Optimization exercise on an open flow, not production practice.
RTL: at most simulated, not proved equivalent.
Clock network not from TritonCTS: every run shown here.
The clock port is an ideal driver here.
Power: default activity.

===== flow/design.v =====
`timescale 10ns / 1ps
module AGU_top(
    input clk,
    input rst,
    input AGU_enable,
    output logic [$clog2(8192/16)-1:0] MA0_idx,
    output logic [$clog2(8192/16)-1:0] MA1_idx,
    output logic [$clog2(8192/16)-1:0] MA2_idx,
    output logic [$clog2(8192/16)-1:0] MA3_idx,
    output logic [$clog2(8192/16)-1:0] MA4_idx,
    output logic [$clog2(8192/16)-1:0] MA5_idx,
    output logic [$clog2(8192/16)-1:0] MA6_idx,
    output logic [$clog2(8192/16)-1:0] MA7_idx,
    output logic [$clog2(8192/16)-1:0] MA8_idx,
    output logic [$clog2(8192/16)-1:0] MA9_idx,
    output logic [$clog2(8192/16)-1:0] MA10_idx,
    output logic [$clog2(8192/16)-1:0] MA11_idx,
    output logic [$clog2(8192/16)-1:0] MA12_idx,
    output logic [$clog2(8192/16)-1:0] MA13_idx,
    output logic [$clog2(8192/16)-1:0] MA14_idx,
    output logic [$clog2(8192/16)-1:0] MA15_idx,
    output logic [$clog2(16) + 1-1:0] BN0_idx,
    output logic [$clog2(16) + 1-1:0] BN1_idx,
    output logic [$clog2(16) + 1-1:0] BN2_idx,
    output logic [$clog2(16) + 1-1:0] BN3_idx,
    output logic [$clog2(16) + 1-1:0] BN4_idx,
    output logic [$clog2(16) + 1-1:0] BN5_idx,
    output logic [$clog2(16) + 1-1:0] BN6_idx,
    output logic [$clog2(16) + 1-1:0] BN7_idx,
    output logic [$clog2(16) + 1-1:0] BN8_idx,
    output logic [$clog2(16) + 1-1:0] BN9_idx,
    output logic [$clog2(16) + 1-1:0] BN10_idx,
    output logic [$clog2(16) + 1-1:0] BN11_idx,
    output logic [$clog2(16) + 1-1:0] BN12_idx,
    output logic [$clog2(16) + 1-1:0] BN13_idx,
    output logic [$clog2(16) + 1-1:0] BN14_idx,
    output logic [$clog2(16) + 1-1:0] BN15_idx,
    output logic AGU_done_out,
    output logic BN_MA_out_en,
    output logic [2:0] l_AGU_out
);
    logic [4:0] en_d;       
    logic       started;    
    logic       qpend;      
    logic [1:0] L;          
    logic [8:0] C;          
    logic e, first, wrap;
    logic [1:0] L_nxt;
    logic [8:0] C_nxt;
    assign e     = en_d[4];
    assign first = qpend;
    assign wrap  = (&C) | first;
    always_comb begin
        if (!e) begin
            C_nxt = 9'd0;
            L_nxt = L;
        end else if (wrap) begin
            C_nxt = 9'd0;
            L_nxt = (L == 2'd2) ? 2'd0 : L + 2'd1;
        end else begin
            C_nxt = C + 9'd1;
            L_nxt = L;
        end
    end
    always_ff @(posedge clk or posedge rst) begin
        if (rst) begin
            en_d <= 5'd0;
            started <= 1'b0;
            qpend   <= 1'b0;
            L    <= 2'd0;
            C    <= 9'd0;
        end else begin
            en_d <= {en_d[3:0], AGU_enable};
            started <= 1'b1;
            qpend   <= (~started & AGU_enable) | (qpend & ~e);
            L    <= L_nxt;
            C    <= C_nxt;
        end
    end
    logic [2:0] G;
    assign G = {e & (L == 2'd2), e & (L == 2'd1), e & (L == 2'd0)};
    logic [8:0] ma_d0, ma_d1;
    always_comb begin
        for (int k = 5; k < 9; k++) begin
            ma_d0[k] = (G[1] & C[13-k]) | (G[2] & C[9-k]);
            ma_d1[k] = ma_d0[k] | G[0];
        end
        for (int k = 1; k < 5; k++) begin
            ma_d0[k] = (G[0] & C[k+4]) | (G[2] & C[9-k]);
            ma_d1[k] = ma_d0[k] | G[1];
        end
        ma_d0[0] = (G[0] | G[1]) & C[4];
        ma_d1[0] = ma_d0[0] | G[2];
    end
    logic [3:0] S, dS, dS_nxt, dS_odd;
    always_comb begin
        casez (C[7:1])
            7'b??????0: dS_odd = (L == 2'd2) ? 4'd0  : 4'd1;
            7'b?????01: dS_odd = (L == 2'd2) ? 4'd6  : 4'd1;
            7'b????011: dS_odd = (L == 2'd2) ? 4'd10 : 4'd1;
            7'b???0111: dS_odd = (L == 2'd2) ? 4'd4  : 4'd2;
            7'b??01111: dS_odd = (L == 2'd0) ? 4'd2  : 4'd1;
            7'b?011111: dS_odd = (L == 2'd0) ? 4'd2  : 4'd7;
            7'b0111111: dS_odd = (L == 2'd0) ? 4'd2  : 4'd11;
            default:    dS_odd = (L == 2'd0) ? 4'd3  : 4'd5;
        endcase
        dS_nxt = (e && !wrap && !C[0]) ? dS_odd : 4'd1;
    end
    always_ff @(posedge clk or posedge rst) begin
        if (rst) begin
            S  <= 4'd0;
            dS <= 4'd1;
        end else begin
            S  <= (!e || wrap) ? 4'd0 : S + dS;
            dS <= dS_nxt;
        end
    end
    logic eS0, eS0n, eS1, eS1n, eS2, eS2n, eS3, eS3n, x10;
    logic [3:0] cy2;
    logic [7:0] cy3;
    logic [1:0] bn_d0;
    logic [3:0] bn_d1;
    logic [7:0] bn_d2;
    logic [15:0] bn_d3;
    always_comb begin
        eS0 = e & S[0]; eS0n = e & ~S[0];
        eS1 = e & S[1]; eS1n = e & ~S[1];
        eS2 = e & S[2]; eS2n = e & ~S[2];
        eS3 = e & S[3]; eS3n = e & ~S[3];
        bn_d0[0] = eS0;
        bn_d0[1] = eS0n;
        bn_d1[0] = eS1;
        bn_d1[1] = S[0] ? eS1n : eS1;
        bn_d1[2] = eS1n;
        bn_d1[3] = S[0] ? eS1 : eS1n;
        for (int v = 0; v < 4; v++) begin
            cy2[v] = ({1'b0, S[1:0]} + v) >= 3'd4;
            bn_d2[v]     = cy2[v] ? eS2n : eS2;
            bn_d2[v + 4] = cy2[v] ? eS2 : eS2n;
        end
        for (int v = 0; v < 8; v++) begin
            cy3[v] = ({1'b0, S[2:0]} + v) >= 4'd8;
            bn_d3[v]     = cy3[v] ? eS3n : eS3;
            bn_d3[v + 8] = cy3[v] ? eS3 : eS3n;
        end
    end
    logic [1:0]  ma_r0, ma_r1, ma_r2, ma_r3, ma_r4, ma_r5, ma_r6, ma_r7, ma_r8;
    logic [1:0]  bn_r0;
    logic [3:0]  bn_r1;
    logic [7:0]  bn_r2;
    logic [15:0] bn_r3;
    always_ff @(posedge clk or posedge rst) begin
        if (rst) begin
            ma_r0 <= '0; ma_r1 <= '0; ma_r2 <= '0; ma_r3 <= '0; ma_r4 <= '0;
            ma_r5 <= '0; ma_r6 <= '0; ma_r7 <= '0; ma_r8 <= '0;
            bn_r0 <= '0; bn_r1 <= '0; bn_r2 <= '0; bn_r3 <= '0;
            AGU_done_out <= 1'b0;
            BN_MA_out_en <= 1'b0;
            l_AGU_out    <= 3'd0;
        end else begin
            ma_r0 <= {ma_d1[0], ma_d0[0]}; ma_r1 <= {ma_d1[1], ma_d0[1]};
            ma_r2 <= {ma_d1[2], ma_d0[2]}; ma_r3 <= {ma_d1[3], ma_d0[3]};
            ma_r4 <= {ma_d1[4], ma_d0[4]}; ma_r5 <= {ma_d1[5], ma_d0[5]};
            ma_r6 <= {ma_d1[6], ma_d0[6]}; ma_r7 <= {ma_d1[7], ma_d0[7]};
            ma_r8 <= {ma_d1[8], ma_d0[8]};
            bn_r0 <= bn_d0; bn_r1 <= bn_d1; bn_r2 <= bn_d2; bn_r3 <= bn_d3;
            AGU_done_out <= G[2] & (&C);
            BN_MA_out_en <= e;
            l_AGU_out    <= e ? {1'b0, L_nxt} : 3'd0;
        end
    end
    assign MA0_idx = {ma_r8[0], ma_r7[0], ma_r6[0], ma_r5[0], ma_r4[0], ma_r3[0], ma_r2[0], ma_r1[0], ma_r0[0]};
    assign MA1_idx = {ma_r8[0], ma_r7[0], ma_r6[0], ma_r5[1], ma_r4[0], ma_r3[0], ma_r2[0], ma_r1[1], ma_r0[0]};
    assign MA2_idx = {ma_r8[0], ma_r7[0], ma_r6[1], ma_r5[0], ma_r4[0], ma_r3[0], ma_r2[1], ma_r1[0], ma_r0[0]};
    assign MA3_idx = {ma_r8[0], ma_r7[0], ma_r6[1], ma_r5[1], ma_r4[0], ma_r3[0], ma_r2[1], ma_r1[1], ma_r0[0]};
    assign MA4_idx = {ma_r8[0], ma_r7[1], ma_r6[0], ma_r5[0], ma_r4[0], ma_r3[1], ma_r2[0], ma_r1[0], ma_r0[0]};
    assign MA5_idx = {ma_r8[0], ma_r7[1], ma_r6[0], ma_r5[1], ma_r4[0], ma_r3[1], ma_r2[0], ma_r1[1], ma_r0[0]};
    assign MA6_idx = {ma_r8[0], ma_r7[1], ma_r6[1], ma_r5[0], ma_r4[0], ma_r3[1], ma_r2[1], ma_r1[0], ma_r0[0]};
    assign MA7_idx = {ma_r8[0], ma_r7[1], ma_r6[1], ma_r5[1], ma_r4[0], ma_r3[1], ma_r2[1], ma_r1[1], ma_r0[0]};
    assign MA8_idx = {ma_r8[1], ma_r7[0], ma_r6[0], ma_r5[0], ma_r4[1], ma_r3[0], ma_r2[0], ma_r1[0], ma_r0[1]};
    assign MA9_idx = {ma_r8[1], ma_r7[0], ma_r6[0], ma_r5[1], ma_r4[1], ma_r3[0], ma_r2[0], ma_r1[1], ma_r0[1]};
    assign MA10_idx = {ma_r8[1], ma_r7[0], ma_r6[1], ma_r5[0], ma_r4[1], ma_r3[0], ma_r2[1], ma_r1[0], ma_r0[1]};
    assign MA11_idx = {ma_r8[1], ma_r7[0], ma_r6[1], ma_r5[1], ma_r4[1], ma_r3[0], ma_r2[1], ma_r1[1], ma_r0[1]};
    assign MA12_idx = {ma_r8[1], ma_r7[1], ma_r6[0], ma_r5[0], ma_r4[1], ma_r3[1], ma_r2[0], ma_r1[0], ma_r0[1]};
    assign MA13_idx = {ma_r8[1], ma_r7[1], ma_r6[0], ma_r5[1], ma_r4[1], ma_r3[1], ma_r2[0], ma_r1[1], ma_r0[1]};
    assign MA14_idx = {ma_r8[1], ma_r7[1], ma_r6[1], ma_r5[0], ma_r4[1], ma_r3[1], ma_r2[1], ma_r1[0], ma_r0[1]};
    assign MA15_idx = {ma_r8[1], ma_r7[1], ma_r6[1], ma_r5[1], ma_r4[1], ma_r3[1], ma_r2[1], ma_r1[1], ma_r0[1]};
    assign BN0_idx = {1'b0, bn_r3[0], bn_r2[0], bn_r1[0], bn_r0[0]};
    assign BN1_idx = {1'b0, bn_r3[2], bn_r2[2], bn_r1[2], bn_r0[0]};
    assign BN2_idx = {1'b0, bn_r3[4], bn_r2[4], bn_r1[0], bn_r0[0]};
    assign BN3_idx = {1'b0, bn_r3[6], bn_r2[6], bn_r1[2], bn_r0[0]};
    assign BN4_idx = {1'b0, bn_r3[8], bn_r2[0], bn_r1[0], bn_r0[0]};
    assign BN5_idx = {1'b0, bn_r3[10], bn_r2[2], bn_r1[2], bn_r0[0]};
    assign BN6_idx = {1'b0, bn_r3[12], bn_r2[4], bn_r1[0], bn_r0[0]};
    assign BN7_idx = {1'b0, bn_r3[14], bn_r2[6], bn_r1[2], bn_r0[0]};
    assign BN8_idx = {1'b0, bn_r3[1], bn_r2[1], bn_r1[1], bn_r0[1]};
    assign BN9_idx = {1'b0, bn_r3[3], bn_r2[3], bn_r1[3], bn_r0[1]};
    assign BN10_idx = {1'b0, bn_r3[5], bn_r2[5], bn_r1[1], bn_r0[1]};
    assign BN11_idx = {1'b0, bn_r3[7], bn_r2[7], bn_r1[3], bn_r0[1]};
    assign BN12_idx = {1'b0, bn_r3[9], bn_r2[1], bn_r1[1], bn_r0[1]};
    assign BN13_idx = {1'b0, bn_r3[11], bn_r2[3], bn_r1[3], bn_r0[1]};
    assign BN14_idx = {1'b0, bn_r3[13], bn_r2[5], bn_r1[1], bn_r0[1]};
    assign BN15_idx = {1'b0, bn_r3[15], bn_r2[7], bn_r1[3], bn_r0[1]};
endmodule

===== flow/flow/run.sh =====
#!/bin/bash
# Standard ORFS layout, with: the smallest buffer (buf_1) on every input and
# output port; one shared tie cell for the constant outputs; and the clock
# distributed by four quadrant buffers (flow/pre_cts.tcl) instead of an H-tree.
set -euo pipefail
export BUFFER_PORTS_ARGS="-buffer_cell sky130_fd_sc_hd__buf_1"
export SKIP_REPAIR_TIE_FANOUT=1
export PRE_CTS_TCL="$(pwd)/flow/pre_cts.tcl"
export ROOT_CLKBUF=${ROOT_CLKBUF:-sky130_fd_sc_hd__clkbuf_16}
export SETUP_SLACK_MARGIN=5.5
bash standard.sh > standard_flow.log 2>&1

===== flow/flow/pre_cts.tcl =====
# Clock distribution: the design has under 100 flip-flops on a small die, so
# the clock port drives four buffers (one per quadrant of the flip-flops,
# each at its group's centroid) and each buffer drives its group's clock
# pins directly, instead of TritonCTS's two-level H-tree. The clock port
# feeds only these four buffers. clock_tree_synthesis is then a no-op here.
set cell $::env(ROOT_CLKBUF)
set block [ord::get_db_block]
set clknet [$block findNet clk]
set master [[ord::get_db] findMaster $cell]
set sinks {}
set sx 0
set sy 0
foreach it [$clknet getITerms] {
  set loc [[$it getInst] getLocation]
  lappend sinks [list $it [lindex $loc 0] [lindex $loc 1]]
  set sx [expr {$sx + [lindex $loc 0]}]
  set sy [expr {$sy + [lindex $loc 1]}]
}
set n [llength $sinks]
set cx [expr {$sx / $n}]
set cy [expr {$sy / $n}]
puts "pre_cts: $n clock sinks, centroid $cx $cy"
for {set q 0} {$q < 4} {incr q} { set grp($q) {} }
foreach s $sinks {
  lassign $s it x y
  set q [expr {($x >= $cx ? 1 : 0) + ($y >= $cy ? 2 : 0)}]
  lappend grp($q) $s
}
for {set q 0} {$q < 4} {incr q} {
  set m [llength $grp($q)]
  if {$m == 0} continue
  set gx 0
  set gy 0
  foreach s $grp($q) {
    lassign $s it x y
    set gx [expr {$gx + $x}]
    set gy [expr {$gy + $y}]
  }
  set buf [odb::dbInst_create $block $master clkbuf_q$q]
  set net [odb::dbNet_create $block clknet_q$q]
  $net setSigType CLOCK
  foreach s $grp($q) {
    set it [lindex $s 0]
    $it disconnect
    $it connect $net
  }
  [$buf findITerm A] connect $clknet
  [$buf findITerm X] connect $net
  $buf setLocation [expr {$gx / $m}] [expr {$gy / $m}]
  $buf setPlacementStatus PLACED
  puts "pre_cts: quadrant $q: $m sinks"
}
rename clock_tree_synthesis orig_clock_tree_synthesis
proc clock_tree_synthesis {args} { puts "clock_tree_synthesis skipped (quadrant buffers inserted)" }

# Flip-flops whose output drives several output-port buffers get a stronger
# drive (same function, dfrtp_1 -> FF_UPSIZE), so the clock-to-output paths
# are not slowed by the shared load.
if {[info exists ::env(FF_UPSIZE)] && $::env(FF_UPSIZE) ne ""} {
  set big [[ord::get_db] findMaster $::env(FF_UPSIZE)]
  set nup 0
  foreach inst [$block getInsts] {
    if {[[$inst getMaster] getName] ne "sky130_fd_sc_hd__dfrtp_1"} continue
    set q [$inst findITerm Q]
    set net [$q getNet]
    if {$net eq "NULL"} continue
    if {[llength [$net getITerms]] - 1 >= $::env(FF_UPSIZE_MIN_FANOUT)} {
      $inst swapMaster $big
      incr nup
    }
  }
  puts "pre_cts: $nup flip-flops upsized to $::env(FF_UPSIZE)"
}

===== flow/standard.sh =====
#!/bin/bash
# synth_recipe.tcl (not shown) runs the flow's synth.tcl, then flattens the netlist and writes it again
# the make line also repeats each setting of config.mk as NAME=value (left out here)
make -C /OpenROAD-flow-scripts/flow DESIGN_CONFIG=/design/flow/config.mk WORK_HOME=/design/flow/orfs CLKGATE_MAP_FILE= SYNTH_SCRIPT=/design/flow/synth_recipe.tcl "${@:-finish}"

===== flow/config.mk =====
export PLATFORM = sky130hd
export DESIGN_NAME = AGU_top
export DESIGN_NICKNAME = AGU_top
export VERILOG_FILES = /design/flow/design.v
export SDC_FILE = /design/flow/constraint.sdc
export NUM_CORES = 4
export LEC_CHECK = 0
export ABC_AREA = 1
export CAP_MARGIN = 20
export CORE_MARGIN = 2
export CORE_UTILIZATION = 75
export SLEW_MARGIN = 20

===== flow/constraint.sdc =====
create_clock -name core_clock -period 8.0 [get_ports {clk}]
set_input_delay 1.6000 -clock core_clock [delete_from_list [all_inputs] [get_ports {clk}]]
set_output_delay 1.6000 -clock core_clock [all_outputs]
set_load 0.01 [all_outputs]

==> metrics.md, run 1 <==
| Metric | Value |
|---|---|
| Reg-to-reg startpoint | en_d[4]$_DFF_PP0_ |
| Power Dens Cells | 207 nW/um2 |
| Clock latency on the worst-skew pair | 150 ps |
| HPWL after detailed placement | 7.30 mm |
| Total track usage | 26.9% |
| Worst-path cell with the longest stage delay | dfrtp_2 |
| Residual DRC count | 0 |
| Most frequent cells in the layout | 214 x buf_1, 64 x dfrtp_1, 55 x nand2_1, 38 x inv_1, 37 x nor2_1 |
| Layout Utilization | 72.4% |
| Routed wire per std cell | 15.9 um |
| Crit path kind | reg -> out |
| Clock share of power | a little over a fifth |
| Average cell area after synthesis | 9.21 um2 |
| Max-capacitance violation count | 0 |
| Share of the clock period used by the worst path after layout | between 30% and 40% |
| Mapped Nets | 484 |
| Sum of negative setup slack | 0 ps |
| Critical path capture point type | output pin |
| Row count | 27 |
| Final non-filler cell total | 584 |
| Total I/O pin count | 232 |
| Floorplan die area | 6460 um2 |
| Final hold violation count | 0 |
| Post-synthesis cell type with the largest combined area | dfrtp_1 |
| Crit start category | flip-flop |
| Initial Utilization | around 78% |
| Count of buffers inserted at the top-level ports | 214 |
| Number of buffers inserted by hold repair at cts | 0 |
| Ordered cell list for the critical path | buf_1 |
| DR iter-0 viols | 215 |
| First-pass iteration count of the detailed router | 4 |
| Min Tclk post-route | 2460 ps |
| Min-Delay Startpoint | en_d[1]$_DFF_PP0_ |
| Fraction of layout instances using a drive strength above 1 | between 7 and 8% |
| Clk slew on worst S/H paths | 90 ps |
| Post-CTS setup-driven buffer insertion count | 0 |
| Placer's final routability congestion estimate | 0.923 |
| Synthesis-to-finish area growth | -7.78% |
| Most common library cell in the layout ignoring fill and taps | buf_1 |
| Via count of the first global-routing pass | between 2,000 and 2,500 |
| Wire length of the first global-routing pass | 13.0 mm |
| Number of cells produced by synthesis | approximately 480 |
| Setup violators final | 0 |
| Combinational group share of total power | 23.1% |
| Worst Max-Slew Pin Slew | 675 ps |
| Sequential cell fraction of total power | 55.0% |
| Worst-case vdd ir drop | 0.158 mV |
| Data arrival time at the worst-slack endpoint | 860 ps |
| Sw power | 0.269 mW |
| Worst-path maximum fanout | 8 |
| Area of the core | 5570 um2 |
| Static Leak | 1.85 nW |
| Vias after detailed routing | 2,877 |
| Initial antenna violation count | 0 |
| Post-route ant nets | 0 |
| Internal power component | 0.567 mW |
| Inst Count DP | between 500 and 600 |
| Worst stage delay on the critical path | 450 ps |
| Maximum number of pins on one net before global-route repair | 79 |
| Max-slew headroom | 55.0% |
| Launch point of the critical path | ma_r1[1]$_DFF_PP0_ |
| Yosys cell types | 30 |
| Unrepaired setup endpoints after global routing | no |
| Area contributors post-synth | dfrtp_1 44%, buf_4 30%, nand2_1 4.7%, inv_1 3.3%, nor2_1 3.2% |
| Final setup skew | 22.1 ps |
| FMAX | about 0.4 GHz |
| Chip Width | around 80 um |
| Post-layout net count | about 520 |
| Net switching share of the total power | approximately a third |
| Routed wire length | between 9 and 10 mm |
| Netlist area before placement | 4380 um2 |
| Sequential cell area fraction in the yosys report | 44.6% |
| Post-layout total power | 0.836 mW |
| Chip height | 80.4 um |
| Status | timing/DRC/antenna clean |
| Proportion of netlist area held by the largest area contributor | 44.0% |
| Class of the tightest hold or removal check | reg -> reg |
| Count of yosys warnings during synthesis | 1 |
| Number of max-slew violations in the final report | 0 |
| Critical path's top delay family | flip-flops |
| Final antenna diode count | 0 |
| Total grt overflow | 0 |
| Register bit count reported by yosys | between 70 and 80 |
| Buffer and inverter count on the worst path | 1 |
| Drt via density | 4.93 |
| Hold_ws | 355 ps |
| Critical path required time | between 6000 and 7000 ps |
## repair_timing
item / 4_1_cts / 5_1_grt
resized for setup: 1 / 13
gates cloned: 0 / 0
endpoints found under the hold margin: 0 / 0
setup endpoints to repair: 77 / 82
pin swaps: 0 / 0
## synthesized netlist by cell type
library cell,number
nor2_1,37
xor2_1,2
buf_1,1
buf_6,2
xnor2_1,2
o211ai_1,1
conb_1,2
nor3_1,6
o221ai_1,1
buf_4,177
a21oi_1,9
o21ai_0,17
a22oi_1,1
inv_2,4
nand2_1,55
o22ai_1,3
dfstp_2,1
o31ai_1,1
ha_1,5
dfrtp_1,77
nand3_1,7
fa_1,1
nor2_4,1
nand2_2,5
nor2_2,4
inv_1,39
o22ai_2,6
buf_2,2
o21bai_1,3
o21ai_1,3
## logic make-up after synthesis
group	Yosys count	synth area share, %
other cells	2	0.172
compound gates	45	6.69
flops	78	44.6
simple gates	115	10.9
xor+xnor	4	0.801
buf+inv	225	34.9
fa+ha+maj	6	1.89
## registers in the layout (all words and copies together) (netlist names), 4 cells and up
register / cells
bn_r1: 4
S: 4
en_d: 5
C: 9
bn_r3: 16
bn_r2: 8
dS: 4
## final timing paths
path / cells after the start / end / slack, ps
worst max register to register: 4 / bn_r3[5]$_DFF_PP0_ / 5800
min in group asynchronous: 3 / bn_r2[7]$_DFF_PP0_ / 1660
max in group asynchronous: 3 / ma_r3[0]$_DFF_PP0_ / 5860
worst min register to register: 0 / en_d[2]$_DFF_PP0_ / 350
worst max-delay path: 1 / MA11_idx[1] / 5540
worst min-delay path: 0 / en_d[2]$_DFF_PP0_ / 350
## layout make-up
| cell class | count | area (um2) |
|---|---|---|
| multi-input cells | 172 | 896 |
| inverters | 43 | 165 |
| fillers | 439 | 1540 |
| plain buffers | 4 | 100 |
| flip-flops and latches | 78 | 1970 |
| well taps | 72 | 90.1 |
| repair buffers | 215 | 815 |
## power by group through the flow
stage	Clock (mW)	Combinational, mW	Sequential, mW
finish	0.183	0.193	0.460
global route	0.199	0.213	0.464
CTS	0.148	0.195	0.467
detailed placement	0	0.194	0.466
global placement	0	0.191	0.466
floorplan	0	0.210	0.464
## layer usage
layer	global-route usage (%)	up-vias	part of all wire [%]
met3	1.24	9	6.9
met2	43.6	126	51
met5	0	-	0
met4	3.90	0	1.5
met1	41.5	1382	41
li1	-	1360	-
## per-stage QoR
step	instance area (um2)	setup WS (ps)
after floorplan	4380	5520
after global placement	3920	5450
after detailed placement	3920	5420
after CTS	4020	5620
after global routing	4040	5510
final	4040	5540
==> run 2, diff against run 1 <==
--- a/flow/config.mk
+++ b/flow/config.mk
@@ -8,5 +8,5 @@
 export ABC_AREA = 1
 export CAP_MARGIN = 20
 export CORE_MARGIN = 2
-export CORE_UTILIZATION = 75
+export CORE_UTILIZATION = 40
 export SLEW_MARGIN = 20
==> run 2 against run 1 <==
Via count decreased by 4.4%. Utilization decreased by 34 points. Global-route usage decreased by 15 points. Critical endpoint is now MA4_idx[0]. Critical path type unchanged. Design area increased by 1.8%. Still clean on timing, DRC and antenna.
==> metrics.md, run 2 <==
| Metric | Value |
|---|---|
| Critical path's top delay family | flip-flops |
| Most common library cell in the layout ignoring fill and taps | buf_1 |
| Register bit count reported by yosys | 78 (unchanged) |
| Unrepaired setup endpoints after global routing | no |
| Proportion of netlist area held by the largest area contributor | 44.0% (unchanged) |
| Largest reg by FF count | bn_r3 |
| Max-slew headroom | 53.4% (-1.7 points) |
| Worst setup slack before clock tree synthesis | 5390 ps (-23.4 ps) |
| Layout Utilization | 38.2% (-34 points) |
| Clock latency on the worst-skew pair | 150 ps (about the same) |
| Average cell area after synthesis | 9.21 um2 (unchanged) |
| Cell with the most instances after synthesis | buf_4 |
| Sequential cell area fraction in the yosys report | 44.6% (unchanged) |
| Most frequent cells in the layout | 214 x buf_1, 74 x dfrtp_1, 55 x nand2_1, 38 x inv_1, 37 x nor2_1 |
| Final antenna diode count | 0 (unchanged) |
| Buffer and inverter count on the worst path | 1 (unchanged) |
| Via count of the first global-routing pass | 2,133 (-9.2%) |
| Crit path kind | reg -> out |
| Internal power component | 0.566 mW (-0.19%) |
| Min Tclk post-route | 2420 ps (-36.2 ps) |
| Vias after detailed routing | 2,749 (-4.4%) |
| Final setup skew | 24.4 ps (+2.33 ps) |
| Post-synth EDFFs | 0 (unchanged) |
| Registers with the highest flip-flop counts | bn_r3 x16, C x9, bn_r2 x8 |
| Total grt overflow | 0 (unchanged) |
| Post-CTS setup-driven buffer insertion count | 0 (unchanged) |
| Launch point of the critical path | ma_r0[0]$_DFF_PP0_ |
| Area of the core | 10,700 um2 (+93%) |
| Area contributors post-synth | dfrtp_1 44%, buf_4 30%, nand2_1 4.7%, inv_1 3.3%, nor2_1 3.2% |
| Reg-to-reg startpoint | en_d[4]$_DFF_PP0_ |
| Synthesis-to-finish area growth | -6.12% |
| Worst stage delay on the critical path | 480 ps (+30 ps) |
| Ordered cell list for the critical path | buf_1 |
| Number of max-slew violations in the final report | 0 (unchanged) |
| Class of the tightest hold or removal check | reg -> reg |
| Critical path capture point type | output pin |
| Chip Width | 109 um (+35%) |
| CP Capture Point | MA4_idx[0] |
| Yosys cell types | 30 (unchanged) |
| Status | timing/DRC/antenna clean |
| Post-route ant nets | 0 (unchanged) |
| Clk slew on worst S/H paths | 90 ps (about the same) |
| Data arrival time at the worst-slack endpoint | 820 ps (-40 ps) |
| Net switching share of the total power | 31.3% (-0.90 points) |
| DR iter-0 viols | 155 (-28%) |
| R2R cell count | 4 (unchanged) |
| Worst-path cell with the longest stage delay | dfrtp_1 |
| Clock share of power | 22.3% (+0.5 points) |
| Post-layout total power | 0.824 mW (-1.5%) |
| Max-capacitance violation count | 0 (unchanged) |
| Sum of negative setup slack | 0 ps (unchanged) |
| Share of the clock period used by the worst path after layout | 30.3% (-0.45 points) |
| Post-layout net count | 523 (unchanged) |
| Placer's final routability congestion estimate | 0.854 (-7.5%) |
| Count of yosys warnings during synthesis | 1 (unchanged) |
| Mapped Nets | 484 (unchanged) |
| Drt via density | 4.22 (-14%) |
| Count of buffers inserted at the top-level ports | 214 (unchanged) |
| Total I/O pin count | 232 (unchanged) |
| Instance area after placement | 4000 um2 (+2.2%) |
| Chip height | 109 um (+35%) |
| Number of flip-flops in the largest register | 16 (unchanged) |
| Floorplan die area | 11,800 um2 (+82%) |
| Row count | 38 (+41%) |
| Final non-filler cell total | 652 (+12%) |
| Worst R2R Setup Slack | 5860 ps (+60 ps) |
| Initial antenna violation count | 0 (unchanged) |
| Setup violators final | 0 (unchanged) |
| Worst Max-Slew Pin Slew | 697 ps (+22.2 ps) |
| Fraction of registers with async set/reset | 100% (unchanged) |
| Final hold violation count | 0 (unchanged) |
| HPWL after detailed placement | 5.94 mm (-19%) |
| Static Leak | 1.87 nW (+0.84%) |
| Residual DRC count | 0 (unchanged) |
| Fraction of layout instances using a drive strength above 1 | 5.86% (-2.0 points) |
| Min-Delay Startpoint | en_d[3]$_DFF_PP0_ |
| Combinational group share of total power | 22.8% (-0.3 points) |
| Number of cells produced by synthesis | 475 (unchanged) |
| FMAX | 0.413 GHz (+1.5%) |
| Endpoint of the lowest-slack register-to-register path | bn_r3[9]$_DFF_PP0_ |
| Maximum number of pins on one net before global-route repair | 79 (unchanged) |
| Critical path required time | 6400 ps (about the same) |
| Total track usage | 11.6% (-15 points) |
| Hold_ws | 357 ps (+2.44 ps) |
| Netlist area before placement | 4380 um2 (unchanged) |
| Most frequent cells after synthesis | 177 x buf_4, 77 x dfrtp_1, 55 x nand2_1, 39 x inv_1, 37 x nor2_1 |
| Power Dens Cells | 201 nW/um2 (-3.2%) |
| Number of buffers inserted by hold repair at cts | 0 (unchanged) |
| Sequential cell fraction of total power | 55.0% (about the same) |
| Sw power | 0.258 mW (-4.2%) |
| Most instantiated flip-flop cell in the synthesis netlist | dfrtp_1 |
| Routed wire per std cell | 11.9 um (-25%) |
| Final standard cell area without fillers | 4110 um2 (+1.8%) |
| Inst Count DP | 648 (+12%) |
| Post-route worst setup slack | 5580 ps (+36.2 ps) |
| Cell depth of the worst hold path | 0 (unchanged) |
| First-pass iteration count of the detailed router | 4 (unchanged) |
| Worst-path maximum fanout | 8 (unchanged) |
| Instance count on the critical path | 1 (unchanged) |
| Crit start category | flip-flop |
| Initial Utilization | 40.7% (-38 points) |
| Routed wire length | 7.75 mm (-17%) |
| Worst-case vdd ir drop | 0.0916 mV (-42%) |
| Wire length of the first global-routing pass | 11.0 mm (-15%) |
| Post-synthesis cell type with the largest combined area | dfrtp_1 |
## run 2: cell families (layout without fill, tap and decap cells)
logic type | after synthesis | count (layout) | synth area share [%]
AOI/OAI and AO/OA | 45 | 45 | 6.69
xor gates and xnor gates | 4 | 4 | 0.801
adders and majority gates | 6 | 6 | 1.89
buffers and inverters | 225 | 262 | 34.9
DFF | 78 | 78 | 44.6
other | 2 | 2 | 0.172
and+or+nand+nor | 115 | 115 | 10.9
## run 2: worst min-delay path by stage
stage / endpoint
after floorplan: en_d[1]$_DFF_PP0_
after global routing: en_d[1]$_DFF_PP0_
after detailed placement: en_d[4]$_DFF_PP0_
final: en_d[4]$_DFF_PP0_
after CTS: en_d[4]$_DFF_PP0_
after global placement: en_d[4]$_DFF_PP0_
## run 2: layout make-up
| class | count | area, um2 |
|---|---|---|
| well taps | 140 | 175 |
| fillers | 1073 | 6640 |
| repair buffers | 215 | 815 |
| inverters | 43 | 165 |
| plain buffers | 4 | 100 |
| flip-flops and latches | 78 | 1960 |
| multi-input cells | 172 | 896 |
## run 2: power by group through the flow
stage	clock, mW	sequential, mW	combinational, mW
6_report	0.183	0.453	0.188
3_5_place_dp	0	0.462	0.190
2_1_floorplan	0	0.464	0.210
3_3_place_gp	0	0.460	0.192
5_1_grt	0.205	0.460	0.215
4_1_cts	0.148	0.462	0.190
## run 2: metal layers
layer | wire (um) | share of wire, % | up-vias | GRT usage [%]
met1 | 3310 | 43 | 1272 | 16.7
met3 | 492 | 6.3 | 5 | 0.904
li1 | - | - | 1358 | -
met2 | 3870 | 50 | 114 | 19.8
met4 | 81 | 1.0 | 0 | 1.10
met5 | 0 | 0 | - | 0
## run 2: what timing repair did
item,4_1_cts,5_1_grt
endpoints found under the setup margin,77,24
gates cloned,0,0
gates resized for setup,1,3
endpoints found under the hold margin,0,0
==> run 3, diff against run 2 <==
--- a/flow/design.v
+++ b/flow/design.v
@@ -40,23 +40,23 @@
     output logic [2:0] l_AGU_out
 );
     logic [4:0] en_d;       
-    logic       started;    
-    logic       qpend;      
     logic [1:0] L;          
     logic [8:0] C;          
-    logic e, first, wrap;
+    logic [3:0] S, dS, dS_nxt, dS_odd;
+    logic e, fresh, first, wrap;
     logic [1:0] L_nxt;
     logic [8:0] C_nxt;
     assign e     = en_d[4];
-    assign first = qpend;
+    assign fresh = dS[3] & ~C[0];
+    assign first = (L == 2'd3);
     assign wrap  = (&C) | first;
     always_comb begin
         if (!e) begin
             C_nxt = 9'd0;
-            L_nxt = L;
+            L_nxt = fresh ? {2{AGU_enable}} : L;
         end else if (wrap) begin
             C_nxt = 9'd0;
-            L_nxt = (L == 2'd2) ? 2'd0 : L + 2'd1;
+            L_nxt = {L == 2'd1, L[1] == L[0]};
         end else begin
             C_nxt = C + 9'd1;
             L_nxt = L;
@@ -65,20 +65,16 @@
     always_ff @(posedge clk or posedge rst) begin
         if (rst) begin
             en_d <= 5'd0;
-            started <= 1'b0;
-            qpend   <= 1'b0;
             L    <= 2'd0;
             C    <= 9'd0;
         end else begin
             en_d <= {en_d[3:0], AGU_enable};
-            started <= 1'b1;
-            qpend   <= (~started & AGU_enable) | (qpend & ~e);
             L    <= L_nxt;
             C    <= C_nxt;
         end
     end
     logic [2:0] G;
-    assign G = {e & (L == 2'd2), e & (L == 2'd1), e & (L == 2'd0)};
+    assign G = {e & (L == 2'd2), e & (L == 2'd1), e & (L[1] == L[0])};
     logic [8:0] ma_d0, ma_d1;
     always_comb begin
         for (int k = 5; k < 9; k++) begin
@@ -92,7 +88,6 @@
         ma_d0[0] = (G[0] | G[1]) & C[4];
         ma_d1[0] = ma_d0[0] | G[2];
     end
-    logic [3:0] S, dS, dS_nxt, dS_odd;
     always_comb begin
         casez (C[7:1])
             7'b??????0: dS_odd = (L == 2'd2) ? 4'd0  : 4'd1;
@@ -109,7 +104,7 @@
     always_ff @(posedge clk or posedge rst) begin
         if (rst) begin
             S  <= 4'd0;
-            dS <= 4'd1;
+            dS <= 4'd8;
         end else begin
             S  <= (!e || wrap) ? 4'd0 : S + dS;
             dS <= dS_nxt;
==> run 3 against run 2 <==
Sequential share of layout area decreased by 1.1 points. Hold slack got worse by 15 ps. Critical path depth unchanged. Flip-flop and latch count decreased by 2. Largest power group unchanged.
==> metrics.md, run 3 <==
| Metric | Value |
|---|---|
| Unrepaired setup endpoints after global routing | no |
| Ordered cell list for the critical path | buf_1 |
| Class of the tightest hold or removal check | reg -> reg |
| Clock latency on the worst-skew pair | 150 ps (about the same) |
| Reg-to-reg startpoint | C[0]$_DFF_PP0_ |
| Max-capacitance violation count | 0 (unchanged) |
| Combinational family with the most area after synthesis | buffers and inverters |
| Number of max-slew violations in the final report | 0 (unchanged) |
| Total I/O pin count | 232 (unchanged) |
| Average cell area after synthesis | 9.24 um2 (+0.31%) |
| Yosys cell types | 32 (+6.7%) |
| Critical path's top delay family | flip-flops |
| Fraction of layout instances using a drive strength above 1 | 5.30% (-0.55 points) |
| Wire length of the first global-routing pass | 11.2 mm (+2.3%) |
| Status | timing/DRC/antenna clean |
| Area of the core | 10,700 um2 (unchanged) |
| Worst Hold Path EP | en_d[2]$_DFF_PP0_ |
| Clk slew on worst S/H paths | 90 ps (about the same) |
| Number of buffers inserted by hold repair at cts | 0 (unchanged) |
| Post-synthesis cell type with the largest combined area | dfrtp_1 |
| Initial antenna violation count | 0 (unchanged) |
| Worst-path cell with the longest stage delay | dfrtp_1 |
| Total track usage | 11.7% (+0.095 points) |
| Post-layout total power | 0.676 mW (-18%) |
| Final antenna diode count | 0 (unchanged) |
| Synthesized-area fraction occupied by ao, oa, aoi and oai cells | 6.56% (-0.14 points) |
| Post-layout net count | 524 (+0.19%) |
| Worst-case vdd ir drop | 0.0862 mV (-5.9%) |
| DR iter-0 viols | 166 (+7.1%) |
| Routed wire per std cell | 12.0 um (+0.77%) |
| Via count of the first global-routing pass | 2,204 (+3.3%) |
| Worst R2R Setup Slack | 5870 ps (about the same) |
| Placer's final routability congestion estimate | 0.887 (+3.8%) |
| Cell depth of the worst hold path | 0 (unchanged) |
| Maximum number of pins on one net before global-route repair | 77 (-2.5%) |
| Number of cells produced by synthesis | 473 (-0.42%) |
| Post-route ant nets | 0 (unchanged) |
| Netlist area before placement | 4370 um2 (-0.11%) |
| Setup violators final | 0 (unchanged) |
| Min Tclk post-route | 2420 ps (+3.25 ps) |
| Proportion of netlist area held by the largest area contributor | 42.9% (-1.1 points) |
| Most common library cell in the layout ignoring fill and taps | buf_1 |
| Share of the clock period used by the worst path after layout | 30.3% (+0.041 points) |
| Chip Width | 109 um (about the same) |
| Worst Max-Slew Pin Slew | 778 ps (+81.3 ps) |
| Simple-Gate Fraction of Synth Area | 11.4% (+0.44 points) |
| Sum of negative setup slack | 0 ps (unchanged) |
| Adder-Cell Fraction of Synth Area | 3.03% (+1.1 points) |
| HPWL after detailed placement | 5.89 mm (-0.86%) |
| R2R cell count | 10 (+6) |
| Min-Delay Startpoint | en_d[1]$_DFF_PP0_ |
| Area contributors post-synth | dfrtp_1 43%, buf_4 30%, nand2_1 4.5%, inv_1 3.2%, nor2_1 3.1% |
| Most frequent cells after synthesis | 177 x buf_4, 75 x dfrtp_1, 52 x nand2_1, 37 x inv_1, 36 x nor2_1 |
| Worst stage delay on the critical path | 440 ps (-40 ps) |
| Total grt overflow | 0 (unchanged) |
| Fill cell instance count of the final layout | 1,092 (+1.8%) |
| Mapped Nets | 486 (+0.41%) |
| Register bit count reported by yosys | 76 (-2.6%) |
| FMAX | 0.413 GHz (-0.13%) |
| Final hold violation count | 0 (unchanged) |
| Floorplan die area | 11,800 um2 (-0.10%) |
| Most instantiated flip-flop cell in the synthesis netlist | dfrtp_1 |
| Post-CTS setup-driven buffer insertion count | 0 (unchanged) |
| Crit start category | flip-flop |
| Post-synth EDFFs | 0 (unchanged) |
| Endpoint of the lowest-slack register-to-register path | L[0]$_DFF_PP0_ |
| Crit path kind | reg -> out |
| Vias after detailed routing | 2,764 (+0.55%) |
| Worst-path maximum fanout | 8 (unchanged) |
| Row count | 38 (unchanged) |
| Number of flip-flops in the largest register | 16 (unchanged) |
| First-pass iteration count of the detailed router | 4 (unchanged) |
| Drt via density | 4.26 (+1.0%) |
| Initial Utilization | 40.7% (-0.047 points) |
| Buffer and inverter count on the worst path | 1 (unchanged) |
| Sequential cell area fraction in the yosys report | 43.5% (-1.1 points) |
| Fraction of registers with async set/reset | 100% (unchanged) |
| Registers with the highest flip-flop counts | bn_r3 x16, C x9, bn_r2 x8 |
| Static Leak | 1.88 nW (+0.68%) |
| Final setup skew | 18.5 ps (-5.83 ps) |
| Max-slew headroom | 47.9% (-5.4 points) |
| Critical path capture point type | output pin |
| Data arrival time at the worst-slack endpoint | 820 ps (about the same) |
| Count of yosys warnings during synthesis | 1 (unchanged) |
| Power Dens Cells | 165 nW/um2 (-18%) |
| Largest reg by FF count | bn_r3 |
| Critical path required time | 6400 ps (about the same) |
| Most frequent cells in the layout | 214 x buf_1, 72 x dfrtp_1, 52 x nand2_1, 36 x inv_1, 36 x nor2_1 |
| Synthesis-to-finish area growth | -6.21% (about the same) |
| Chip height | 109 um (about the same) |
| Post-Synth XOR/XNOR Area | 0.401% (-0.40 points) |
| Routed wire length | 7.78 mm (+0.31%) |
| Residual DRC count | 0 (unchanged) |
| Cell with the most instances after synthesis | buf_4 |
| Mux share of post-synthesis cell area | 0% (unchanged) |
| Count of buffers inserted at the top-level ports | 214 (unchanged) |
==> run 3: cell count changes in the layout (fill, tap and decap cells not counted), moves of 2 or more <==
cell,before,now
o21ai_1,3,5
or2_1,0,6
nand2_1,55,52
nor2_2,4,1
dfrtp_1,74,72
o22ai_2,6,4
nor2_4,1,3
inv_1,38,36
ha_1,5,9
inv_2,4,6
o21bai_1,3,5
o21ai_0,17,15
nand2_2,5,1
==> run 3: worst register-to-register path, stage by stage, from the launching register on <==
cell and delay, ps:
dfrtp_1 470, ha_1 210, nand2_1 80, nor2_1 200, nand3_1 120, nor2_1 100
ha_1 250, nor2_4 70, nand2_4 160, a22oi_4 90, or2_1 260
==> run 3: worst max path at each step <==
stage,startpoint,endpoint,slack [ps],depth (start not counted)
detailed placement,rst,l_AGU_out[0]$_DFF_PP0_,5410,3
finish,ma_r4[1]$_DFF_PP0_,MA8_idx[4],5580,1
global route,ma_r0[0]$_DFF_PP0_,MA6_idx[0],5500,1
floorplan,rst,AGU_done_out$_DFF_PP0_,5550,1
CTS,ma_r8[0]$_DFF_PP0_,MA5_idx[8],5680,1
global placement,rst,ma_r1[0]$_DFF_PP0_,5450,3
==> run 3: what timing repair did <==
action | CTS | global route
cloned | 0 | 0
gates resized for setup | 1 | 3
setup endpoints to repair | 75 | 10
==> run 3: routing by layer <==
layer  vias to the layer above  part of all wire (%)  global-route usage, %
met4                         0                  0.91                   1.01
met1                      1301                    43                   16.6
met3                         4                   5.9                  0.844
met2                       108                    50                   20.3
met5                         -                     0                      0
li1                       1351                     -                      -
==> run 3: area by class of cell <==
cell class / instances / area, um2 / share of cell area, %
multi-input cells: 171 / 937 / 22.9
well taps: 140 / 175 / 4.27
repair buffers: 215 / 815 / 19.9
flip-flops and latches: 76 / 1910 / 46.5
inverters: 43 / 165 / 4.03
plain buffers: 4 / 100 / 2.44
==> run 3: kinds of logic (layout without fill, tap and decap cells) <==
| logic type | Yosys count | in the layout |
|---|---|---|
| buf+inv | 226 | 262 |
| simple gates | 114 | 114 |
| flops | 76 | 76 |
| compound gates | 44 | 44 |
| fa+ha+maj | 10 | 10 |
| xor+xnor | 2 | 2 |
| other cells | 1 | 1 |
==> run 3: through the flow <==
| stage | cells | hold slack [ps] | setup slack, ps | cell area, um2 | util, % |
|---|---|---|---|---|---|
| 2_1_floorplan | 473 | 331 | 5550 | 4370 | - |
| 3_3_place_gp | 645 | 332 | 5450 | 3990 | 37.1 |
| 5_1_grt | 649 | 362 | 5500 | 4100 | 38.1 |
| 4_1_cts | 649 | 335 | 5680 | 4100 | 38.1 |
| 3_5_place_dp | 645 | 335 | 5410 | 3990 | 37.1 |
| 6_report | 649 | 342 | 5580 | 4100 | 38.1 |
==> run 3: where the power goes <==
part | switching [mW] | leakage (nW) | internal [mW]
clock | 0.0919 | 0.0493 | 0.0905
combinational | 0.0578 | 0.842 | 0.0226
sequential | 0.0137 | 0.986 | 0.399
total | 0.163 | 1.88 | 0.513
==> run 4, diff against run 3 <==
--- a/flow/flow/run.sh
+++ b/flow/flow/run.sh
@@ -7,5 +7,5 @@
 export SKIP_REPAIR_TIE_FANOUT=1
 export PRE_CTS_TCL="$(pwd)/flow/pre_cts.tcl"
 export ROOT_CLKBUF=${ROOT_CLKBUF:-sky130_fd_sc_hd__clkbuf_16}
-export SETUP_SLACK_MARGIN=5.5
+export SETUP_SLACK_MARGIN=5.6
 bash standard.sh > standard_flow.log 2>&1
--- a/flow/config.mk
+++ b/flow/config.mk
@@ -5,7 +5,6 @@
 export SDC_FILE = /design/flow/constraint.sdc
 export NUM_CORES = 4
 export LEC_CHECK = 0
-export ABC_AREA = 1
 export CAP_MARGIN = 20
 export CORE_MARGIN = 2
 export CORE_UTILIZATION = 40
==> run 4 against run 3 <==
Clock power barely moved. Still clean on timing, DRC and antenna. Highest routed layer unchanged. Design area rose by 1.3%. Critical path depth did not move.
==> metrics.md, run 4 <==
| Metric | Value |
|---|---|
| Crit start category | flip-flop |
| Top Metal Used | met4 |
| Setup violators final | 0 (unchanged) |
| Worst-path cell with the longest stage delay | dfrtp_2 |
| Net switching share of the total power | 38.0% (+14 points) |
| Number of buffers inserted by hold repair at cts | 0 (unchanged) |
| Post-CTS setup-driven buffer insertion count | 0 (unchanged) |
| Initial antenna violation count | 0 (unchanged) |
| HPWL after detailed placement | 5.46 mm (-7.4%) |
| Most instantiated flip-flop cell in the synthesis netlist | dfrtp_1 |
| Yosys cell types | 43 (+34%) |
| Worst setup slack before clock tree synthesis | 5400 ps (-12.2 ps) |
| Post-route ant nets | 0 (unchanged) |
| Register bit count reported by yosys | 76 (unchanged) |
| Placer's final routability congestion estimate | 0.870 (-1.9%) |
| Row count | 38 (unchanged) |
| Post-synthesis cell type with the largest combined area | dfrtp_1 |
| Synthesis-to-finish area growth | -4.19% |
| Total grt overflow | 0 (unchanged) |
| Via count of the first global-routing pass | 2,130 (-3.4%) |
| Number of cells produced by synthesis | 433 (-8.5%) |
| Total track usage | 11.3% (-0.37 points) |
| Netlist area before placement | 4330 um2 (-0.83%) |
| Worst-case vdd ir drop | 0.0990 mV (+15%) |
| Vias after detailed routing | 2,574 (-6.9%) |
| Drt via density | 4.28 (+0.56%) |
| Final hold violation count | 0 (unchanged) |
| Residual DRC count | 0 (unchanged) |
| Clk slew on worst S/H paths | 90 ps (about the same) |
| Total I/O pin count | 232 (unchanged) |
| Worst-path maximum fanout | 8 (unchanged) |
| Post-route worst setup slack | 5560 ps (-13.3 ps) |
| Most common library cell in the layout ignoring fill and taps | buf_1 |
| Number of flip-flops in the largest register | 16 (unchanged) |
| Sum of negative setup slack | 0 ps (unchanged) |
| Post-layout net count | 476 (-9.2%) |
| Mapped Nets | 446 (-8.2%) |
| Most frequent cells in the layout | 181 x buf_1, 55 x dfrtp_1, 34 x nor2_1, 26 x clkbuf_2 |
| Average cell area after synthesis | 10.0 um2 (+8.3%) |
| Internal power component | 0.675 mW (+32%) |
| Registers with the highest flip-flop counts | bn_r3 x16, C x9, bn_r2 x8 |
| Sw power | 0.414 mW (+150%) |
| Length of routed met3 wiring | 423 um (-7.6%) |
| Detail Route met2 WL | 3.89 mm (-0.92%) |
| Class of the tightest hold or removal check | reg -> reg |
| Instance area after placement | 3930 um2 (-1.5%) |
| Chip Width | 108 um (-0.40%) |
| Final standard cell area without fillers | 4150 um2 (+1.3%) |
| Routed wire length | 7.67 mm (-1.4%) |
| Max-slew headroom | 45.6% (-2.4 points) |
| Count of buffers inserted at the top-level ports | 214 (unchanged) |
| First-pass iteration count of the detailed router | 4 (unchanged) |
| Status | timing/DRC/antenna clean |
| Number of max-slew violations in the final report | 0 (unchanged) |
| Proportion of netlist area held by the largest area contributor | 43.3% (+0.36 points) |
| Final setup skew | 21.9 ps (+3.37 ps) |
| Unrepaired setup endpoints after global routing | yes |
| Crit path kind | reg -> out |
| Initial Utilization | 40.5% (-0.16 points) |
| Sequential cell area fraction in the yosys report | 43.9% (+0.36 points) |
| Static Leak | 1.84 nW (-2.2%) |
| Cell with the most instances after synthesis | buf_4 |
| Ordered cell list for the critical path | buf_1 |
| Count of yosys warnings during synthesis | 1 (unchanged) |
| Layout Utilization | 38.8% (+0.67 points) |
| Wire length of the first global-routing pass | 10.9 mm (-3.4%) |
| Fraction of layout instances using a drive strength above 1 | 15.4% (+10 points) |
| Most frequent cells after synthesis | 178 x buf_4, 75 x dfrtp_1, 34 x nor2_1, 20 x a21oi_1, 13 x and2_1 |
| Chip height | 108 um (-0.40%) |
| Critical path's top delay family | flip-flops |
| Max-capacitance violation count | 0 (unchanged) |
| Final antenna diode count | 0 (unchanged) |
| Fill cell instance count of the final layout | 1,081 (-1.0%) |
| Min Tclk post-route | 2440 ps (+13.3 ps) |
| Share of the clock period used by the worst path after layout | 30.5% (+0.17 points) |
| Area contributors post-synth | dfrtp_1 43%, buf_4 31%, nor2_1 2.9%, ha_1 2.6%, xor2_1 2.4% |
| Critical path required time | 6400 ps (about the same) |
| Critical path capture point type | output pin |
| Combinational group share of total power | 34.9% (+23 points) |
| FMAX | 0.410 GHz (-0.55%) |
| Data arrival time at the worst-slack endpoint | 840 ps (+20 ps) |
| Fraction of registers with async set/reset | 100% (unchanged) |
| Sequential cell fraction of total power | 48.1% (-13 points) |
| Routed wire per std cell | 12.8 um (+6.5%) |
| Buffer and inverter count on the worst path | 1 (unchanged) |
| Power Dens Cells | 262 nW/um2 (+59%) |
| Maximum number of pins on one net before global-route repair | 77 (unchanged) |
| Post-synth EDFFs | 0 (unchanged) |
| Area of the core | 10,700 um2 (-0.44%) |
| DR iter-0 viols | 120 (-28%) |
| Hold_ws | 357 ps (+15.2 ps) |
| Largest reg by FF count | bn_r3 |
| Post_cts resized | 1 (unchanged) |
| Worst stage delay on the critical path | 510 ps (+70 ps) |
| Clock latency on the worst-skew pair | 160 ps (about the same) |
| Floorplan die area | 11,700 um2 (-0.80%) |
| Clock share of power | 17.0% (-10 points) |
| Worst Max-Slew Pin Slew | 816 ps (+38.4 ps) |
| Length of routed wiring on met1 | 3.30 mm (-0.69%) |
-- run 4: changes by cell type in the layout (fill, tap and decap cells not counted), sizes merged, moves of 6 or more --
| cell | before | now |
|---|---|---|
| nand2 | 54 | 10 |
| inv | 42 | 9 |
| clkbuf | 4 | 30 |
| buf | 215 | 190 |
| and2 | 0 | 14 |
| o21ai | 20 | 7 |
| a21oi | 9 | 21 |
| xor2 | 1 | 12 |
| o22ai | 8 | 2 |
-- run 4: layout make-up --
cell class	instances	area [um2]	share of cell area (%)
buffer	4	100	2.41
sequential	76	1930	46.4
multi-input combinational	154	993	23.9
timing repair buffer	216	907	21.8
inverter	11	48.8	1.18
tap	140	175	4.22
-- run 4: cell families after synthesis --
group / synth area share [%]
DFF: 43.9
buffers and inverters: 33.2
other: 0.0865
adders and majority gates: 3.06
and+or+nand+nor: 9.93
xor gates and xnor gates: 3.44
muxes: 0.231
AOI/OAI and AO/OA: 6.12
-- run 4: power groups by stage --
stage          sequential, mW  combinational [mW]  clock [mW]
2_1_floorplan           0.525               0.393           0
3_3_place_gp            0.524               0.372           0
3_5_place_dp            0.529               0.371           0
4_1_cts                 0.529               0.373       0.147
5_1_grt                 0.539               0.424       0.203
6_report                0.524               0.380       0.185
-- run 4: final timing paths --
check                           slack, ps               start                  to  cells after the start
worst min-delay path                  360   en_d[1]$_DFF_PP0_   en_d[2]$_DFF_PP0_                      0
worst max register to register       5750      C[0]$_DFF_PP0_     dS[0]$_DFF_PP0_                      8
max in group asynchronous            5850                 rst  ma_r8[0]$_DFF_PP0_                      3
worst max-delay path                 5560  ma_r4[1]$_DFF_PP0_         MA10_idx[4]                      1
min in group asynchronous            1600                 rst  bn_r3[0]$_DFF_PP0_                      3
worst min register to register        360   en_d[1]$_DFF_PP0_   en_d[2]$_DFF_PP0_                      0
-- run 4: per-stage QoR --
| stage | std cells | power, mW |
|---|---|---|
| finish | 601 | 1.09 |
| CTS | 601 | 1.05 |
| detailed placement | 597 | 0.900 |
| global placement | 597 | 0.896 |
| global route | 601 | 1.17 |
| floorplan | 433 | 0.919 |
-- run 4: layer usage --
layer | GRT usage [%] | vias to the layer above
li1 | - | 1244
met1 | 15.9 | 1225
met5 | 0 | -
met3 | 0.784 | 2
met2 | 19.9 | 103
met4 | 1.10 | 0
==> run 5, diff against run 4 <==
--- a/flow/flow/run.sh
+++ b/flow/flow/run.sh
@@ -7,5 +7,5 @@
 export SKIP_REPAIR_TIE_FANOUT=1
 export PRE_CTS_TCL="$(pwd)/flow/pre_cts.tcl"
 export ROOT_CLKBUF=${ROOT_CLKBUF:-sky130_fd_sc_hd__clkbuf_16}
-export SETUP_SLACK_MARGIN=5.6
+export SETUP_SLACK_MARGIN=5.3
 bash standard.sh > standard_flow.log 2>&1
==> run 5 against run 4 <==
Total power shrank 1.6%. Critical path depth unchanged. Sequential power decreased by 0.8%. Register-to-register slack got worse by 150 ps. Die area is the same. Largest power group unchanged.
==> metrics.md, run 5 <==
| Metric | Value |
|---|---|
| Number of cells produced by synthesis | 433 (unchanged) |
| Buffer and inverter count on the worst path | 1 (unchanged) |
| Floorplan die area | 11,700 um2 (unchanged) |
| Worst-path maximum fanout | 8 (unchanged) |
| DR iter-0 viols | 132 (+10%) |
| Data arrival time at the worst-slack endpoint | 840 ps (about the same) |
| Initial Utilization | 40.5% (unchanged) |
| Maximum number of pins on one net before global-route repair | 77 (unchanged) |
| Row count | 38 (unchanged) |
| Worst Max-Slew Pin Slew | 943 ps (+127 ps) |
| Reg-to-reg startpoint | C[0]$_DFF_PP0_ |
| Critical path required time | 6400 ps (about the same) |
| Worst-case vdd ir drop | 0.0978 mV (-1.2%) |
| Most frequent cells after synthesis | 178 x buf_4, 75 x dfrtp_1, 34 x nor2_1, 20 x a21oi_1, 13 x and2_1 |
| Share of the clock period used by the worst path after layout | 30.5% (+0.074 points) |
| Critical path capture point type | output pin |
| Drt via density | 4.31 (+0.70%) |
| Netlist area before placement | 4330 um2 (unchanged) |
| Post_cts resized | 0 (-1) |
| Setup violators final | 0 (unchanged) |
| Number of flip-flops in the largest register | 16 (unchanged) |
| First-pass iteration count of the detailed router | 4 (unchanged) |
| Wire length of the first global-routing pass | 10.9 mm (about the same) |
| Worst stage delay on the critical path | 500 ps (about the same) |
| Crit path kind | reg -> out |
| Number of buffers inserted by hold repair at cts | 0 (unchanged) |
| Average cell area after synthesis | 10.0 um2 (unchanged) |
| Min Tclk post-route | 2440 ps (+5.92 ps) |
| Min-Delay Startpoint | en_d[1]$_DFF_PP0_ |
| Worst-path cell with the longest stage delay | dfrtp_1 |
| Status | timing/DRC/antenna clean |
| Area contributors post-synth | dfrtp_1 43%, buf_4 31%, nor2_1 2.9%, ha_1 2.6%, xor2_1 2.4% |
| Post-synthesis cell type with the largest combined area | dfrtp_1 |
| Most frequent cells in the layout | 214 x buf_1, 75 x dfrtp_1, 34 x nor2_1, 20 x a21oi_1, 13 x and2_1 |
| Largest reg by FF count | bn_r3 |
| Most instantiated flip-flop cell in the synthesis netlist | dfrtp_1 |
| Cell with the most instances after synthesis | buf_4 |
| Clock latency on the worst-skew pair | 150 ps (about the same) |
| Registers with the highest flip-flop counts | bn_r3 x16, C x9, bn_r2 x8 |
| Total I/O pin count | 232 (unchanged) |
| Critical path's top delay family | flip-flops |
| Initial antenna violation count | 0 (unchanged) |
| Crit start category | flip-flop |
| Launch point of the critical path | ma_r4[1]$_DFF_PP0_ |
| Count of buffers inserted at the top-level ports | 214 (unchanged) |
| Sequential cell area fraction in the yosys report | 43.9% (unchanged) |
| Total track usage | 11.3% (+0.013 points) |
| Unrepaired setup endpoints after global routing | no |
| Final standard cell area without fillers | 4030 um2 (-2.9%) |
| Vias after detailed routing | 2,592 (+0.70%) |
| Mapped Nets | 446 (unchanged) |
| Static Leak | 1.74 nW (-5.1%) |
| Residual DRC count | 0 (unchanged) |
| Post-CTS setup-driven buffer insertion count | 0 (unchanged) |
| Proportion of netlist area held by the largest area contributor | 43.3% (unchanged) |
| Number of max-slew violations in the final report | 0 (unchanged) |
| Routed wire per std cell | 12.6 um (-0.94%) |
| Area of the core | 10,700 um2 (unchanged) |
| Register bit count reported by yosys | 76 (unchanged) |
| Power Dens Cells | 266 nW/um2 (+1.3%) |
| Post-layout net count | 476 (unchanged) |
| Via count of the first global-routing pass | 2,118 (-0.56%) |
| Max-capacitance violation count | 0 (unchanged) |
| Chip Width | 108 um (unchanged) |
| Fraction of registers with async set/reset | 100% (unchanged) |
| HPWL after detailed placement | 5.46 mm (unchanged) |
| Class of the tightest hold or removal check | reg -> reg |
| Final hold violation count | 0 (unchanged) |
| Total grt overflow | 0 (unchanged) |
| Most common library cell in the layout ignoring fill and taps | buf_1 |
| Max-slew headroom | 37.1% (-8.4 points) |
| Sum of negative setup slack | 0 ps (unchanged) |
| Synthesis-to-finish area growth | -6.96% |
| Final antenna diode count | 0 (unchanged) |
| Yosys cell types | 43 (unchanged) |
| Instance area after placement | 3930 um2 (unchanged) |
| Chip height | 108 um (unchanged) |
| Fraction of layout instances using a drive strength above 1 | 3.47% (-12 points) |
| Post-route ant nets | 0 (unchanged) |
| Count of yosys warnings during synthesis | 1 (unchanged) |
| Placer's final routability congestion estimate | 0.870 (unchanged) |
| Clk slew on worst S/H paths | 90 ps (about the same) |
| FMAX | 0.409 GHz (-0.24%) |
| Routed wire length | 7.59 mm (-0.94%) |
| Post-synth EDFFs | 0 (unchanged) |
| Ordered cell list for the critical path | buf_1 |
| Final setup skew | 20.2 ps (-1.75 ps) |
[run 5: through the flow]
step                worst slack (ps)  std cells  power, mW  utilization [%]  hold WS [ps]
finish                          5560        601       1.07             37.7           356
global route                    5390        601       1.15             37.7           365
CTS                             5400        601       1.05             37.7           337
detailed placement              5400        597      0.900             36.8           337
global placement                5440        597      0.896             36.8           334
floorplan                       5550        433      0.919                -           331
[run 5: worst register-to-register path, delay by kind of cell, from the launching register on]
family                   cells  cell delay, ps
AND/OR/NAND/NOR              4             960
adder cells (fa/ha/maj)      2             510
flip-flops                   1             500
AO/OA/AOI/OAI                2             330
[run 5: final timing paths]
check	end	depth (start not counted)	slack [ps]
setup / recovery	MA8_idx[4]	1	5560
hold / removal	en_d[2]$_DFF_PP0_	0	360
setup reg to reg	dS[0]$_DFF_PP0_	8	5600
hold reg to reg	en_d[2]$_DFF_PP0_	0	360
max in group asynchronous	C[3]$_DFF_PP0_	3	5620
min in group asynchronous	bn_r3[0]$_DFF_PP0_	3	1730
[run 5: cells by family after synthesis]
logic type	count (synthesis)	synth area share, %
adders and majority gates	10	3.06
muxes	1	0.231
buffers and inverters	203	33.2
other	1	0.0865
and+or+nand+nor	81	9.93
DFF	76	43.9
AOI/OAI and AO/OA	44	6.12
xor gates and xnor gates	17	3.44
[run 5: layout make-up]
type	instances	area, um2
inverters	11	45.0
fillers	1084	6670
flip-flops and latches	76	1900
well taps	140	175
multi-input cells	154	991
repair buffers	216	818
plain buffers	4	100
[run 5: where the power goes]
group | internal (mW) | total (mW) | switching [mW]
combinational | 0.126 | 0.368 | 0.242
clock | 0.0905 | 0.184 | 0.0934
sequential | 0.444 | 0.520 | 0.0758
total | 0.660 | 1.07 | 0.412
[run 5: layer usage]
metal	GRT usage (%)	part of all wire (%)	vias up
met1	15.9	43	1242
met4	1.10	0.75	0
li1	-	-	1242
met3	0.784	5.7	2
met5	0	0	-
met2	19.9	51	106
==> run 6, diff against run 5 <==
--- a/flow/flow/run.sh
+++ b/flow/flow/run.sh
@@ -7,5 +7,5 @@
 export SKIP_REPAIR_TIE_FANOUT=1
 export PRE_CTS_TCL="$(pwd)/flow/pre_cts.tcl"
 export ROOT_CLKBUF=${ROOT_CLKBUF:-sky130_fd_sc_hd__clkbuf_16}
-export SETUP_SLACK_MARGIN=5.3
+export SETUP_SLACK_MARGIN=5.5
 bash standard.sh > standard_flow.log 2>&1
--- a/flow/config.mk
+++ b/flow/config.mk
@@ -8,4 +8,5 @@
 export CAP_MARGIN = 20
 export CORE_MARGIN = 2
 export CORE_UTILIZATION = 40
+export PLACE_DENSITY = 0.3
 export SLEW_MARGIN = 20
==> run 6 against run 5 <==
Still clean. Register-to-register slack gained 190 ps. Hold slack lost 2.7 ps. Cell count grew 0.17%. Synthesized cell count is the same. Design area grew 0.93%. Worst setup slack gained 13 ps. Die area is the same. Combinational power grew 2%. Highest routed layer unchanged.
==> metrics.md, run 6 <==
| Metric | Value |
|---|---|
| Registers with the highest flip-flop counts | bn_r3 x16, C x9, bn_r2 x8 |
| Area contributors post-synth | dfrtp_1 43%, buf_4 31%, nor2_1 2.9%, ha_1 2.6%, xor2_1 2.4% |
| Unrepaired setup endpoints after global routing | no |
| DR iter-0 viols | 53 (-60%) |
| Sum of negative setup slack | 0 ps (unchanged) |
| Mapped Nets | 446 (unchanged) |
| Initial Utilization | 40.5% (unchanged) |
| Crit start category | flip-flop |
| Worst stage delay on the critical path | 500 ps (about the same) |
| Chip height | 108 um (unchanged) |
| Ordered cell list for the critical path | buf_1 |
| Number of cells produced by synthesis | 433 (unchanged) |
| Wire length of the first global-routing pass | 12.0 mm (+11%) |
| Total grt overflow | 0 (unchanged) |
| Routed wire per std cell | 13.6 um (+7.6%) |
| Buffer and inverter count on the worst path | 1 (unchanged) |
| Post-synthesis cell type with the largest combined area | dfrtp_1 |
| Most common library cell in the layout ignoring fill and taps | buf_1 |
| Clk slew on worst S/H paths | 80 ps (about the same) |
| Placer's final routability congestion estimate | 0.836 (-3.9%) |
| Setup violators final | 0 (unchanged) |
| Maximum number of pins on one net before global-route repair | 77 (unchanged) |
| Fraction of layout instances using a drive strength above 1 | 4.55% (+1.1 points) |
| Sequential cell area fraction in the yosys report | 43.9% (unchanged) |
| Min Tclk post-route | 2430 ps (-12.8 ps) |
| Critical path capture point type | output pin |
| Worst Max-Slew Pin Slew | 712 ps (-231 ps) |
| Worst-path cell with the longest stage delay | dfrtp_1 |
| Fraction of registers with async set/reset | 100% (unchanged) |
| Total track usage | 12.9% (+1.6 points) |
| Final hold violation count | 0 (unchanged) |
| Most frequent cells in the layout | 214 x buf_1, 72 x dfrtp_1, 34 x nor2_1, 20 x a21oi_1, 13 x and2_1 |
| Most instantiated flip-flop cell in the synthesis netlist | dfrtp_1 |
| Post-layout net count | 477 (+0.21%) |
| Critical path required time | 6400 ps (about the same) |
| Static Leak | 1.75 nW (+0.51%) |
| FMAX | 0.411 GHz (+0.53%) |
| Synthesis-to-finish area growth | -6.09% |
| Netlist area before placement | 4330 um2 (unchanged) |
| Class of the tightest hold or removal check | reg -> reg |
| Status | timing/DRC/antenna clean |
| Post-route worst setup slack | 5570 ps (+12.8 ps) |
| Vias after detailed routing | 2,573 (-0.73%) |
| Max-capacitance violation count | 0 (unchanged) |
| Count of yosys warnings during synthesis | 1 (unchanged) |
| Fill cell instance count of the final layout | 1,062 (-2.0%) |
| Cell with the most instances after synthesis | buf_4 |
| Proportion of netlist area held by the largest area contributor | 43.3% (unchanged) |
| Power Dens Cells | 265 nW/um2 (-0.13%) |
| Instance area after placement | 3960 um2 (+0.70%) |
| Post-CTS setup-driven buffer insertion count | 0 (unchanged) |
| Initial antenna violation count | 0 (unchanged) |
| Floorplan die area | 11,700 um2 (unchanged) |
| Routed wire length | 8.19 mm (+7.8%) |
| Layout Utilization | 38.0% (+0.35 points) |
| HPWL after detailed placement | 5.94 mm (+8.8%) |
| Area of the core | 10,700 um2 (unchanged) |
| Via count of the first global-routing pass | 2,160 (+2.0%) |
| Drt via density | 4.27 (-0.90%) |
| Number of max-slew violations in the final report | 0 (unchanged) |
| Yosys cell types | 43 (unchanged) |
| Final antenna diode count | 0 (unchanged) |
| Residual DRC count | 0 (unchanged) |
| Worst-case vdd ir drop | 0.130 mV (+33%) |
| Most frequent cells after synthesis | 178 x buf_4, 75 x dfrtp_1, 34 x nor2_1, 20 x a21oi_1, 13 x and2_1 |
| Share of the clock period used by the worst path after layout | 30.4% (-0.16 points) |
| Total I/O pin count | 232 (unchanged) |
| Count of buffers inserted at the top-level ports | 214 (unchanged) |
| Worst setup slack before clock tree synthesis | 5370 ps (-29.7 ps) |
| Post-route ant nets | 0 (unchanged) |
| Max-slew headroom | 52.6% (+15 points) |
| Number of flip-flops in the largest register | 16 (unchanged) |
| Post-synth EDFFs | 0 (unchanged) |
| Final setup skew | 8.46 ps (-11.7 ps) |
| First-pass iteration count of the detailed router | 4 (unchanged) |
| Data arrival time at the worst-slack endpoint | 830 ps (about the same) |
| Average cell area after synthesis | 10.0 um2 (unchanged) |
| Register bit count reported by yosys | 76 (unchanged) |
| Critical path's top delay family | flip-flops |
| Crit path kind | reg -> out |
| Worst-path maximum fanout | 8 (unchanged) |
| Row count | 38 (unchanged) |
| Clock latency on the worst-skew pair | 150 ps (about the same) |
| Final standard cell area without fillers | 4070 um2 (+0.93%) |
| Largest reg by FF count | bn_r3 |
| Chip Width | 108 um (unchanged) |
run 6: path summary, 6_finish.rpt:
path | start | end | slack, ps | depth (start not counted)
worst max-delay path | ma_r3[1]$_DFF_PP0_ | MA12_idx[3] | 5570 | 1
worst min-delay path | en_d[0]$_DFF_PP0_ | en_d[1]$_DFF_PP0_ | 350 | 0
worst max register to register | C[0]$_DFF_PP0_ | dS[0]$_DFF_PP0_ | 5790 | 8
worst min register to register | en_d[0]$_DFF_PP0_ | en_d[1]$_DFF_PP0_ | 350 | 0
max in group asynchronous | rst | ma_r0[0]$_DFF_PP0_ | 5820 | 3
min in group asynchronous | rst | bn_r3[0]$_DFF_PP0_ | 1610 | 3
run 6: what timing repair did:
| item | in CTS | in global routing |
|---|---|---|
| setup endpoints to repair | 75 | 18 |
| gates resized for setup | 1 | 4 |
| hold endpoints to repair | 0 | 0 |
| hold buffers | 0 | 0 |
run 6: kinds of logic after synthesis:
logic type	Yosys count	share of synthesized area, %
other	1	0.0865
xor gates and xnor gates	17	3.44
muxes	1	0.231
AOI/OAI and AO/OA	44	6.12
DFF	76	43.9
adders and majority gates	10	3.06
buffers and inverters	203	33.2
and+or+nand+nor	81	9.93
run 6: area by class of cell:
type	instances	area, um2	share of cell area [%]
Multi-Input combinational cell	154	993	24.4
Tap cell	140	175	4.30
Timing Repair Buffer	217	850	20.9
Inverter	11	45.0	1.11
Buffer	4	100	2.46
Sequential cell	76	1910	46.8
run 6: metrics by stage:
| step | cells | power, mW | hold WS (ps) |
|---|---|---|---|
| after detailed placement | 598 | 0.910 | 338 |
| after global routing | 602 | 1.17 | 361 |
| after CTS | 602 | 1.06 | 337 |
| final | 602 | 1.08 | 353 |
| after global placement | 597 | 0.911 | 335 |
| after floorplan | 433 | 0.919 | 331 |
run 6: routing by layer:
layer / share of wire, % / track usage (%) / vias to the layer above
met5: 0 / 0 / -
met2: 46 / 20.9 / 89
met1: 48 / 19.9 / 1227
li1: - / - / 1251
met3: 4.4 / 0.723 / 6
met4: 1.2 / 1.37 / 0
run 6: report_power, final:
part	switching (mW)	internal (mW)
registers	0.0750	0.444
logic	0.247	0.128
clock network	0.0958	0.0907
total	0.418	0.662
